What follows belongs to an exercise in optimizing a design on an open flow for small area and a short achievable clock period; a production flow would make more cautious choices.
In this exercise RTL edits were held to simulation tests only and were not proved equivalent to the original.
No activity file was given, so power comes from the tool's default toggle rates.

==> flow/design.v, too long to show whole: its modules and the start of the top module <==
// module correlation_32: 1508 lines
// module argmin_16: 320 lines
// module fa_cell: 6 lines
// module xor_cell: 5 lines
// module ha_cell: 6 lines
// module RFCorrelator: 28 lines
module RFCorrelator(bit_stream, clk, reset, Target_Num,
num_1, num_2, num_3, num_4, num_5, num_6, num_7, num_8, num_9, num_10, num_11, num_12, num_13, num_14, num_15, num_16, Out_str);
  // ...
==> flow/flow/run.sh <==
#!/bin/bash
# The standard layout (standard.sh) with two changes:
#  - synthesis maps the logic with ABC scripts of our own (flow/abc_*.script):
#    the argmin module with flow/abc_argmin.script, everything else with
#    flow/abc_main.script. Everything else in synthesis is the standard flow's script
#    (synth_recipe.tcl), so the registers are the standard synthesis's.
#  - the port buffers are the smallest buffer (buf_1).
# Each tool's output goes to the ORFS logs under orfs/logs; make's own
# output goes to flow_make.log.
set -euo pipefail
W=$PWD
export MY_ABC_SCRIPT=$W/flow/abc_main.script
export MY_ABC_SEL_SCRIPT=$W/flow/abc_argmin.script
export BUFFER_PORTS_ARGS="-buffer_cell sky130_fd_sc_hd__buf_1"
cat > $W/my_synth.tcl <<EOF
proc abc {args} {
  set i [lsearch -exact \$args -script]
  if { \$i >= 0 } {
    set a1 \$args
    lset a1 [expr {\$i + 1}] \$::env(MY_ABC_SCRIPT)
    set a2 \$args
    lset a2 [expr {\$i + 1}] \$::env(MY_ABC_SEL_SCRIPT)
    yosys abc {*}\$a2 argmin_16
    yosys abc {*}\$a1
    return
  }
  yosys abc {*}\$args
}
source $W/synth_recipe.tcl
EOF
grep -q 'SYNTH_SCRIPT=[^ ]*synth_recipe.tcl' standard.sh
sed "s#SYNTH_SCRIPT=[^ ]*synth_recipe.tcl#SYNTH_SCRIPT=$W/my_synth.tcl#" standard.sh > my_standard.sh
bash my_standard.sh > flow_make.log 2>&1
==> flow/flow/abc_argmin.script <==
strash; dch; map; topo; buffer -c; upsize -c; dnsize -c; stime -c
==> flow/flow/abc_main.script <==
strash; dch; map -a; topo; stime -c
==> flow/standard.sh <==
#!/bin/bash
# synth_recipe.tcl (not shown) runs the flow's synth.tcl, then flattens the netlist and writes it again
# the make line also repeats each setting of config.mk as NAME=value (left out here)
make -C /OpenROAD-flow-scripts/flow DESIGN_CONFIG=/design/flow/config.mk WORK_HOME=/design/flow/orfs CLKGATE_MAP_FILE= SYNTH_SCRIPT=/design/flow/synth_recipe.tcl "${@:-finish}"
==> flow/config.mk <==
export PLATFORM = sky130hd
export DESIGN_NAME = RFCorrelator
export DESIGN_NICKNAME = RFCorrelator
export VERILOG_FILES = /design/flow/design.v
export SDC_FILE = /design/flow/constraint.sdc
export NUM_CORES = 4
export LEC_CHECK = 0
export ABC_AREA = 1
export CAP_MARGIN = 5
export CORE_MARGIN = 2
export CORE_UTILIZATION = 40
export CTS_BUF_LIST = sky130_fd_sc_hd__clkbuf_8
export PLACE_DENSITY = 0.6
export SLEW_MARGIN = 5
export SYNTH_HIERARCHICAL = 1
==> flow/constraint.sdc <==
create_clock -name core_clock -period 55.0 [get_ports {clk}]
set_input_delay 11.0000 -clock core_clock [delete_from_list [all_inputs] [get_ports {clk}]]
set_output_delay 11.0000 -clock core_clock [all_outputs]
set_load 0.01 [all_outputs]
==> run notes, run 1 <==
CP top delay family compound AO/OA/AOI/OAI gates; final WL 84.2 mm; drt first pass iters 5; Setup-failing EPs final 0; Resize count post-CTS 0; clock share of power 0.062; outcome finished clean; post-synthesis simple-gate area fraction 0.0629; Synth top cells by count xor2_1 (512), fa_1 (416), dfxtp_1 (134), nand2_1 (102), inv_1 (101); Post-layout nets 3478; via count 17.6k; clock slew at reported path FFs 0.09 ns; ys async rst share 0; grt peak-use layer met2; commonest cells after routing, fill and taps aside buf_1 (550), xor2_1 (512), fa_1 (416); slowest stage cell, crit path dfxtp_1; Synth Area in XOR/XNOR 0.208; first-pass GRT wire length 122 mm; leak pwr 10.1 nW; multi-input gate share of the layout cell area 0.693; Worst Hold End shift_reg[8]$_DFF_P_; top post-synthesis cells by area fa_1 (39%), xor2_1 (21%), dfxtp_1 (12%); drt wl/cell 26.5 µm; Non-Filler Instances 3176; crit path kind reg -> out; vias per cell 5.55; met2 Resource Use GR 0.474; Core Rows 85; ant diodes 1; Initial Util 0.403; crit start category flop; DRT met1 WL 34.4 mm; syn_nets 2885; Placed Cells 3143; CP required 44.00 ns; commonest non-fill, non-tap cell in the layout buf_1; Reg power frac 0.177; final setup TNS 0 ns; total number of yosys warnings 7; combinational gate power 1.10 mW; Total Routing Usage GR 0.303; # fillers 5052; final HPWL from detailed placement 67.1 mm; Ports 551
==> run 2, diff against run 1 <==
==> flow/flow/abc_argmin.script (replaced) <==
strash; dch; map -D 2000; topo; buffer -c; upsize -c; dnsize -c; stime -c
==> run notes, run 2 <==
Critical Path Fanout Max 8; CP required 44.00 ns (about the same); Root Buffer clkbuf_8; Hold WC Path Type reg -> reg; cell with the most instances after synthesis xor2_1; Post-CTS Setup Repair Bufs 0; Pins Over Slew Limit 0; Post-layout nets 3353 (-3.6%); Max stage delay on crit path 0.88 ns; cts hold-fix bufs 0; Synth Area in Compound Gates 0.0830; Final GP Congestion 0.932; CTS HTree Levels 4; via count 16.1k (-8.6%); adder-cell area share of the yosys netlist 0.453; Ports 551 (unchanged); ratio of cells with drive above 1 in the final layout 0.0531; largest net degree at the start of global routing 33; top post-synthesis cells by area fa_1 (40%), xor2_1 (22%), dfxtp_1 (13%); syn_nets 2753 (-4.6%); fin crit share 0.276; GRT overflow 0; sequential share of the synthesized area 0.176; IR drop worst, VDD 0.0474 mV; max reg flops 96; Core Rows 83 (-2.4%); synth-to-layout area growth 17.2%; drt wl/cell 24.6 µm (-7.2%); crit end category primary output; crit path kind reg -> out; post-synthesis simple-gate area fraction 0.0484 (-0.0145); Arr. time, crit path 4.20 ns; Slew @ Worst Pin 0.999 ns; Max Freq 65.8 MHz; crit path cell chain o22ai_1, a31oi_1, a221oi_1, a21oi_1, nor2_1, nor2_1, nor2_2, a2111oi_0, o22ai_1, nand3_1, o221ai_1, o211ai_2, a31o_1, o2111ai_1, nand4_1, buf_1; Post-Synthesis Cell Area 20700 µm²; largest family of logic cells by synthesized area adder cells; Worst Hold End shift_reg[25]$_DFF_P_; final WL 74.7 mm (-11%); Max-Cap Viols 0; total number of yosys warnings 7 (unchanged); Worst Setup SP hdist_reg[8]$_DFF_P_; Reg2Reg Launch Point Target_Num[6]$_DFFE_PP_; Synth cell types 58; final setup TNS 0 ns (unchanged); hold depth 0; post-layout util 0.473; post-synth top area share 0.403; Initial Util 0.403 (about the same); Top FF cell, synth dfxtp_1; Setup-failing EPs final 0 (unchanged); number of flops mapped to enable cells by yosys 32; Final Hold Viols 0; Longest Clk Path Bufs 2; mux cell area share after synthesis 0; TritonCTS clock tree built; Synth top cells by count xor2_1 (512), fa_1 (416), dfxtp_1 (134), nand2_1 (114), inv_1 (100); largest area contributor in the netlist fa_1; Tmin final 15.20 ns; Antenna Nets Post-Route 0; leak pwr 9.70 nW (-3.5%); max_slew headroom 0.317; TritonCTS buffer count 17; drt first pass iters 5 (unchanged); Die Span Y 231 µm; commonest cells after routing, fill and taps aside buf_1 (550), xor2_1 (512), fa_1 (416); vias in the first global route 17.7k; Synth Area in XOR/XNOR 0.217 (+0.00956); synthesized area per cell 11.9 µm²; RR Endpoint hdist_reg[52]$_DFF_P_; core area 51200 µm²; ys async rst share 0 (unchanged); commonest non-fill, non-tap cell in the layout buf_1; slowest stage cell, crit path a2111oi_0; Resize count post-CTS 0 (unchanged); R2R depth 10; # DRC 0; die area 53500 µm²; RSZ-0062 raised after global routing no; DRT iter0 DRCs 1140; buffers added on ports 550; Total Routing Usage GR 0.283 (-0.0199); vias per cell 5.31 (-4.4%); first-pass GRT wire length 108 mm (-11%); Skew-Pair Late Insertion Delay 0.50 ns; crit start category flop; Horiz. Die Dim 231 µm; initial antenna violation count 1; clock slew at reported path FFs 0.12 ns (+0.03 ns); # fillers 4811 (-4.8%); Pwr Density 53.8 nW/µm²; flop-to-flop setup slack 50.01 ns; hold path startpoint shift_reg[26]$_DFF_P_; final HPWL from detailed placement 59.0 mm (-12%); clk sink count 166; clk_skew 0.0341 ns; Synth Register Bits 166; outcome finished clean; cells after synthesis 1741
[run 2: cell types whose count changed in the layout (fill, tap and decap cells not counted), sizes merged, moves of 13 or more]
cell | previous run | this run
o22ai | 88 | 50
o21bai | 13 | 0
nand4 | 77 | 19
a22oi | 57 | 23
a21oi | 36 | 22
nand3 | 36 | 20
o221ai | 1 | 21
nor2 | 34 | 53
[run 2: worst max path at each step]
stage | end | slack [ns]
final | Out_str[1] | 39.80
after global routing | Out_str[0] | 39.46
after CTS | Out_str[0] | 39.80
after detailed placement | hdist_reg[94]$_DFF_P_ | 40.00
after global placement | hdist_reg[94]$_DFF_P_ | 40.05
after floorplan | hdist_reg[10]$_DFF_P_ | 40.40
[run 2: logic make-up (layout without fill, tap and decap cells)]
kind of cell	count (synthesis)	count (layout)
adders and majority gates	499	499
AOI/OAI and AO/OA	225	225
and+or+nand+nor	220	220
DFF	166	166
xor gates and xnor gates	512	512
other	0	1
buffers and inverters	119	732
[run 2: Yosys stat by module, one instance, submodules excluded, excerpt]
| module | cell area [µm²] | copies in the design |
|---|---|---|
| RFCorrelator | 3740 | 1 |
| argmin_16 | 3100 | 1 |
| fa_cell | 20.0 | 416 |
| ha_cell | 12.5 | 80 |
| xor_cell | 8.76 | 512 |
[run 2: critical path: cells and delay by family, from the launching register on]
kind                   cells  cell delay, ns
buffers and inverters      1            0.20
and+or+nand+nor            5            0.72
AOI/OAI and AO/OA         10            2.26
DFF                        1            0.51
[run 2: cell type report]
class / count / area (µm²) / area share
Multi-Input combinational cell: 1456 / 16600 / 0.684
Sequential cell: 166 / 3640 / 0.151
Tap cell: 680 / 851 / 0.0351
Clock buffer: 17 / 234 / 0.00967
Timing Repair Buffer: 583 / 2310 / 0.0955
Antenna cell: 1 / 2.50 / 0.000103
Inverter: 117 / 439 / 0.0181
Clock inverter: 15 / 161 / 0.00667
[run 2: metal layers]
metal / vias to the layer above / share of wire / track usage
met2: 768 / 0.49 / 0.469
met1: 8224 / 0.40 / 0.367
li1: 6976 / - / -
met4: 0 / 0.039 / 0.113
met3: 136 / 0.070 / 0.0500
met5: - / 0 / 0
[run 2: report_power, final]
group	internal, mW	switching [mW]	total (mW)
logic	0.396	0.583	0.979
clock network	0.0339	0.0543	0.0882
registers	0.178	0.0570	0.235
[run 2: through the flow]
step	hold slack, ns	instances	instance area, µm²	total power [mW]	setup WS (ns)
6_report	0.319	3035	24200	1.30	39.80
5_1_grt	0.324	3035	24200	1.45	39.46
4_1_cts	0.317	3034	24200	1.31	39.80
3_5_place_dp	0.334	3002	23800	1.21	40.00
3_3_place_gp	0.330	3002	23800	1.19	40.05
2_1_floorplan	0.327	1741	20700	0.912	40.40
==> run 3, diff against run 2 <==
--- a/flow/config.mk
+++ b/flow/config.mk
@@ -6,10 +6,9 @@
 export NUM_CORES = 4
 export LEC_CHECK = 0
 export ABC_AREA = 1
-export CAP_MARGIN = 5
+export CAP_MARGIN = 20
 export CORE_MARGIN = 2
 export CORE_UTILIZATION = 40
-export CTS_BUF_LIST = sky130_fd_sc_hd__clkbuf_8
 export PLACE_DENSITY = 0.6
-export SLEW_MARGIN = 5
+export SLEW_MARGIN = 20
 export SYNTH_HIERARCHICAL = 1
==> run notes, run 3 <==
Root Buffer clkbuf_16; # fillers 4788 (-0.48%); cell with the most instances after synthesis xor2_1; Post-layout nets 3353 (unchanged); Longest Clk Path Bufs 2 (unchanged); Antenna Nets Post-Route 0 (unchanged); TritonCTS clock tree built; final HPWL from detailed placement 59.0 mm (unchanged); CTS HTree Levels 4 (unchanged); core area 51200 µm² (unchanged); syn_nets 2753 (unchanged); drt first pass iters 5 (unchanged); max reg flops 96 (unchanged); post-layout util 0.477 (+0.00369); total power 1.33 mW (+2.3%); GRT overflow 0 (unchanged); drt wl/cell 24.7 µm (+0.23%); Top FF cell, synth dfxtp_1; max_slew headroom 0.360 (+0.0434); Post-Synthesis Cell Area 20700 µm² (unchanged); Die Span Y 231 µm (unchanged); first-pass GRT wire length 108 mm (-0.54%); crit path cell chain inv_2, o22ai_1, o221ai_1, o21ai_1, o21ai_0, a31oi_2, nor4_1, a2111oi_0, o22ai_1, nand3_1, o221ai_1, o211ai_2, a31o_1, o2111ai_1, nand4_1, buf_1; initial antenna violation count 0 (-1); Critical Path Fanout Max 5 (-3); Hold WC Path Type reg -> reg; commonest non-fill, non-tap cell in the layout buf_1; Initial Util 0.403 (unchanged); Non-Filler Instances 3034 (-0.033%); ratio of cells with drive above 1 in the final layout 0.0531 (unchanged); crit path kind reg -> out; outcome finished clean; commonest cells after routing, fill and taps aside buf_1 (550), xor2_1 (512), fa_1 (416); Slew @ Worst Pin 0.936 ns (-0.0635 ns); met3 WL 6.25 mm (+19%); ant diodes 0 (-1); Max stage delay on crit path 0.84 ns (-0.04 ns); Core Rows 83 (unchanged); Synth Register Bits 166 (unchanged); clock slew at reported path FFs 0.08 ns (-0.04 ns); RSZ-0062 raised after global routing no; die area 53500 µm² (unchanged); slowest stage cell, crit path a2111oi_0; post-synthesis simple-gate area fraction 0.0484 (unchanged); mux cell area share after synthesis 0 (unchanged); buffers added on ports 550 (unchanged); cells after synthesis 1741 (unchanged); post-synth top area share 0.403 (unchanged); via count 16.1k (-0.099%); Final Hold Viols 0 (unchanged); # DRC 0 (unchanged); IR drop worst, VDD 0.0485 mV (+2.3%); Synth top cells by count xor2_1 (512), fa_1 (416), dfxtp_1 (134), nand2_1 (114), inv_1 (100); Placed Cells 3002 (unchanged); synthesized area per cell 11.9 µm² (unchanged); Pins Over Slew Limit 0 (unchanged); number of flops mapped to enable cells by yosys 32 (unchanged); total number of yosys warnings 7 (unchanged); fin crit share 0.274 (-0.00236); Ports 551 (unchanged); synth-to-layout area growth 18.1%; top post-synthesis cells by area fa_1 (40%), xor2_1 (22%), dfxtp_1 (13%); DR WL met2 36.2 mm (-0.29%); vias per cell 5.30 (about the same); vias in the first global route 17.7k (+0.28%); Resize count post-CTS 0 (unchanged); largest area contributor in the netlist fa_1; largest family of logic cells by synthesized area adder cells; Setup-failing EPs final 0 (unchanged); adder-cell area share of the yosys netlist 0.453 (unchanged); sequential share of the synthesized area 0.176 (unchanged); final setup TNS 0 ns (unchanged); TritonCTS buffer count 17 (unchanged); Skew-Pair Late Insertion Delay 0.45 ns (-0.05 ns); Max Freq 66.4 MHz (+0.86%); Post-CTS Setup Repair Bufs 0 (unchanged); Tmin final 15.07 ns (-0.130 ns); clk_skew 0.0194 ns (-0.0147 ns); DRT iter0 DRCs 1149 (+0.79%); top sig layer met4; Synth Area in XOR/XNOR 0.217 (unchanged); Horiz. Die Dim 231 µm (unchanged); clk sink count 166 (unchanged); crit start category flop; Synth cell types 58 (unchanged); leak pwr 9.79 nW (+0.86%); crit end category primary output; CP required 44.00 ns (about the same); ys async rst share 0 (unchanged); Total Routing Usage GR 0.282 (-0.000409); final WL 74.8 mm (+0.19%); Max-Cap Viols 0 (unchanged); cts hold-fix bufs 0 (unchanged); DRT met1 WL 29.3 mm (-3.0%); Pwr Density 54.6 nW/µm² (+1.5%); Arr. time, crit path 4.07 ns (-0.13 ns); Synth Area in Compound Gates 0.0830 (unchanged); largest net degree at the start of global routing 33 (unchanged); Final GP Congestion 0.932 (unchanged)
## run 3: cell types whose count changed in the layout (fill, tap and decap cells not counted), sizes merged
cell,previous run,this run
clkbuf,17,18
diode,1,0
inv,119,118
## run 3: logic make-up (layout without fill, tap and decap cells)
| kind of cell | Yosys count | in the layout |
|---|---|---|
| XOR/XNOR | 512 | 512 |
| AND/OR/NAND/NOR | 220 | 220 |
| buffers and inverters | 119 | 732 |
| flip-flops | 166 | 166 |
| adder cells (fa/ha/maj) | 499 | 499 |
| AO/OA/AOI/OAI | 225 | 225 |
## run 3: report_power, final
| group | switching, mW | internal [mW] |
|---|---|---|
| logic | 0.583 | 0.396 |
| clock network | 0.0580 | 0.0607 |
| registers | 0.0574 | 0.178 |
## run 3: worst paths after layout
path	from	to	slack, ns	depth (start not counted)
hold reg to reg	shift_reg[26]$_DFF_P_	shift_reg[25]$_DFF_P_	0.33	0
hold / removal	shift_reg[26]$_DFF_P_	shift_reg[25]$_DFF_P_	0.33	0
setup reg to reg	Target_Num[6]$_DFFE_PP_	hdist_reg[52]$_DFF_P_	49.98	10
setup / recovery	hdist_reg[13]$_DFF_P_	Out_str[1]	39.93	16
## run 3: layout make-up
type / count / area, µm² / share of cell area
inverters: 117 / 439 / 0.0180
clock buffers: 18 / 429 / 0.0176
repair buffers: 583 / 2310 / 0.0948
well taps: 680 / 851 / 0.0349
clock inverters: 14 / 158 / 0.00646
multi-input cells: 1456 / 16600 / 0.679
flip-flops and latches: 166 / 3640 / 0.149
## run 3: per-layer routing
metal	vias up	track usage
met1	8195	0.355
met5	-	0
met3	141	0.0688
li1	6971	-
met4	0	0.118
met2	781	0.465
## run 3: worst max-delay path: cells and delay by family (launching register included)
kind	cells	cell delay [ns]
flip-flops	1	0.48
buffers and inverters	2	0.27
AND/OR/NAND/NOR	3	0.45
AO/OA/AOI/OAI	11	2.42
## run 3: per-module statistics from Yosys, one instance, submodules excluded, a selection
module	flops+latches	times used	cell area [µm²]
argmin_16	0	1	3100
RFCorrelator	166	1	3740
ha_cell	0	80	12.5
xor_cell	0	512	8.76
fa_cell	0	416	20.0
## run 3: per-stage QoR
step / setup WS (ns) / instance area [µm²] / hold slack [ns]
floorplan: 40.40 / 20700 / 0.327
global placement: 40.05 / 23800 / 0.330
detailed placement: 40.00 / 23800 / 0.334
global route: 39.54 / 24400 / 0.344
CTS: 39.88 / 24400 / 0.331
finish: 39.93 / 24400 / 0.335
==> run 4, diff against run 3 <==
==> flow/flow/abc_argmin.script (replaced) <==
strash; dch; map; topo; buffer -c; upsize -c; dnsize -c; stime -c
==> run notes, run 4 <==
largest net degree at the start of global routing 33 (unchanged); synthesized area per cell 11.5 µm² (-2.8%); cell with the most instances after synthesis xor2_1; final HPWL from detailed placement 67.1 mm (+14%); max_slew headroom 0.303 (-0.0575); commonest cells after routing, fill and taps aside buf_1 (550), xor2_1 (512), fa_1 (416); Non-Filler Instances 3176 (+4.7%); crit path kind in -> reg; crit start category primary input; # fillers 5038 (+5.2%); drt wl/cell 26.5 µm (+7.6%); number of flops mapped to enable cells by yosys 32 (unchanged); Top FF cell, synth dfxtp_1; Resize count post-CTS 0 (unchanged); IR drop worst, VDD 0.0402 mV (-17%); leak pwr 10.2 nW (+3.7%); Hold WC Path Type reg -> reg; clock share of power 0.081 (-0.008); P_int 686 µW (+8.2%); Arr. time, crit path 14.95 ns (+10.88 ns); vias in the first global route 19.1k (+8.0%); Setup-failing EPs final 0 (unchanged); Skew-Pair Late Insertion Delay 0.47 ns (+0.02 ns); Final GP Congestion 0.965 (+3.5%); Total Routing Usage GR 0.303 (+0.0204); via count 17.6k (+9.6%); commonest non-fill, non-tap cell in the layout buf_1; Max-Cap Viols 0 (unchanged); Placed Cells 3143 (+4.7%); Longest Clk Path Bufs 2 (unchanged); clock slew at reported path FFs 0.07 ns (about the same); Final Hold Viols 0 (unchanged); TritonCTS buffer count 17 (unchanged); area post-placement 24700 µm² (+3.9%); sequential share of the synthesized area 0.169 (-0.00776); fin area 25400 µm² (+3.9%); crit end category flop; initial antenna violation count 0 (unchanged); CTS HTree Levels 4 (unchanged); Synth Area in XOR/XNOR 0.208 (-0.00956); Root Buffer clkbuf_16; core area 53600 µm² (+4.7%); RSZ-0062 raised after global routing no; post-synthesis simple-gate area fraction 0.0629 (+0.0145); TritonCTS clock tree built; Slew @ Worst Pin 1.05 ns (+0.110 ns); die area 55900 µm² (+4.5%); Tmin final 14.61 ns (-0.457 ns); total number of yosys warnings 7 (unchanged); mux cell area share after synthesis 0 (unchanged); synth-to-layout area growth 17.4%; Post-CTS Setup Repair Bufs 0 (unchanged); top post-synthesis cells by area fa_1 (39%), xor2_1 (21%), dfxtp_1 (12%); Pwr Density 58.4 nW/µm² (+6.9%); Critical Path Fanout Max 1 (-4); Post-Synthesis Cell Area 21600 µm² (+4.6%); syn_nets 2885 (+4.8%); pre-CTS WS 39.88 ns (-0.129 ns); cts hold-fix bufs 0 (unchanged); Reg power frac 0.173 (-0.004); cells after synthesis 1873 (+7.6%); Horiz. Die Dim 236 µm (+2.2%); Net Sw Power 794 µW (+14%); DRT iter0 DRCs 1364 (+19%); clk_skew 0.0144 ns (-0.00502 ns); Pins Over Slew Limit 0 (unchanged); Synth Area in Compound Gates 0.104 (+0.0210); fin crit share 0.266 (-0.00831); drt first pass iters 5 (unchanged); CP required 55.34 ns (+11.34 ns); Core Rows 85 (+2.4%); Sw Ratio 0.537 (+0.0127); max reg flops 96 (unchanged); outcome finished clean; Antenna Nets Post-Route 0 (unchanged); buffers added on ports 550 (unchanged); Max Freq 68.4 MHz (+3.1%); clk sink count 166 (unchanged); largest area contributor in the netlist fa_1; Synth top cells by count xor2_1 (512), fa_1 (416), dfxtp_1 (134), nand2_1 (102), inv_1 (101); Ports 551 (unchanged); ys async rst share 0 (unchanged); Synth Register Bits 166 (unchanged); post-route setup slack 40.39 ns (+0.457 ns); Post-layout nets 3479 (+3.8%); post-synth top area share 0.385 (-0.0177); vias per cell 5.55 (+4.7%); # DRC 0 (unchanged); Logic pwr share 0.746 (+0.012); final WL 84.3 mm (+13%); Initial Util 0.403 (about the same); Die Span Y 236 µm (+2.2%); largest family of logic cells by synthesized area adder cells; total power 1.48 mW (+11%); final setup TNS 0 ns (unchanged); Synth cell types 64 (+10%); ratio of cells with drive above 1 in the final layout 0.0621 (+0.00900); first-pass GRT wire length 122 mm (+13%); ant diodes 0 (unchanged); adder-cell area share of the yosys netlist 0.432 (-0.0210); GRT overflow 0 (unchanged)
## run 4: path summary, 6_finish.rpt
check,from,endpoint,slack (ns),depth (start not counted)
setup / recovery,num_1[15],hdist_reg[4]$_DFF_P_,40.39,11
hold / removal,shift_reg[6]$_DFF_P_,shift_reg[5]$_DFF_P_,0.35,0
setup reg to reg,Target_Num[21]$_DFFE_PP_,hdist_reg[4]$_DFF_P_,49.60,11
hold reg to reg,shift_reg[6]$_DFF_P_,shift_reg[5]$_DFF_P_,0.35,0
## run 4: worst max-delay path, stage by stage
cell and delay (ns):
buf_1 0.10, xor2_1 0.35, fa_1 0.55, fa_1 0.58
fa_1 0.44, ha_1 0.21, fa_1 0.39, fa_1 0.39
fa_1 0.45, ha_1 0.20, ha_1 0.29
## run 4: final cells by class
class / instances / area [µm²] / share of cell area
timing repair buffer: 584 / 2340 / 0.0923
clock inverter: 13 / 141 / 0.00558
multi-input combinational: 1569 / 17400 / 0.688
sequential: 166 / 3640 / 0.144
inverter: 129 / 484 / 0.0191
clock buffer: 19 / 443 / 0.0175
tap: 696 / 871 / 0.0343
## run 4: cells by family (layout without fill, tap and decap cells)
family                     count (synthesis)  after routing
DFF                                      166            166
adders and majority gates                497            497
xor gates and xnor gates                 512            512
AOI/OAI and AO/OA                        290            290
and+or+nand+nor                          270            270
buffers and inverters                    138            745
## run 4: layer usage
layer / up-vias / part of all wire / GRT usage
li1: 7561 / - / -
met2: 939 / 0.46 / 0.474
met4: 0 / 0.049 / 0.146
met5: - / 0 / 0
met1: 8963 / 0.42 / 0.404
met3: 175 / 0.078 / 0.0602
## run 4: through the flow
stage	hold slack, ns	util
3_3_place_gp	0.331	0.462
2_1_floorplan	0.327	-
3_5_place_dp	0.335	0.462
5_1_grt	0.359	0.473
6_report	0.352	0.473
4_1_cts	0.350	0.473
## run 4: modules after synthesis, one instance, submodules excluded, excerpt
| module | cells | flip-flops and latches | times used |
|---|---|---|---|
| argmin_16 | 679 | 0 | 1 |
| RFCorrelator | 186 | 166 | 1 |
| fa_cell | 1 | 0 | 416 |
| ha_cell | 1 | 0 | 80 |
| xor_cell | 1 | 0 | 512 |
## run 4: power groups by stage
stage	logic, mW	registers (mW)	clock network [mW]
CTS	1.10	0.253	0.123
global route	1.24	0.260	0.127
finish	1.10	0.256	0.120
global placement	1.07	0.259	0
detailed placement	1.09	0.255	0
floorplan	0.789	0.215	0

## static timing again, ports no longer ideal
How much do the figures lean on ideal ports? The routed layouts below were timed once more, with nothing changed but the port constraints.
Step 1 (the two cells are an assumption about what drives the block):
set clk [get_ports {clk}]
set_driving_cell -lib_cell sky130_fd_sc_hd__clkbuf_16 $clk
set_driving_cell -lib_cell sky130_fd_sc_hd__buf_2 [delete_from_list [all_inputs] $clk]
Step 2, shift: input delay + t, output delay - t, t = (earliest + latest rising clock arrival at the registers) / 2. This alone moves slack from input paths to output paths.
a / b / c = no drivers / after step 1 / after step 2; a / b = the first two.
| run | t (ns) | setup slack, ns | worst setup path at the end | clock arrival spread, ns | slew at the worst register clock pin (ns) |
|---|---|---|---|---|---|
| run 1 | 0.567 | 40.333 / 40.280 / 39.904 | input to register | 0.018 / 0.018 | 0.10 / 0.10 |
| run 2 | 0.544 | 39.803 / 39.745 / 39.989 | input to register | 0.034 / 0.034 | 0.12 / 0.12 |
| run 3 | 0.502 | 39.932 / 39.871 / 40.007 | input to register | 0.020 / 0.020 | 0.08 / 0.08 |
| run 4 | 0.518 | 40.389 / 40.372 / 39.899 | input to register | 0.015 / 0.015 | 0.08 / 0.08 |
After both steps every run listed still meets setup and hold. The setup slack of run 4, which loses most, moves by -0.017 ns with the drivers and by -0.490 ns with both steps.
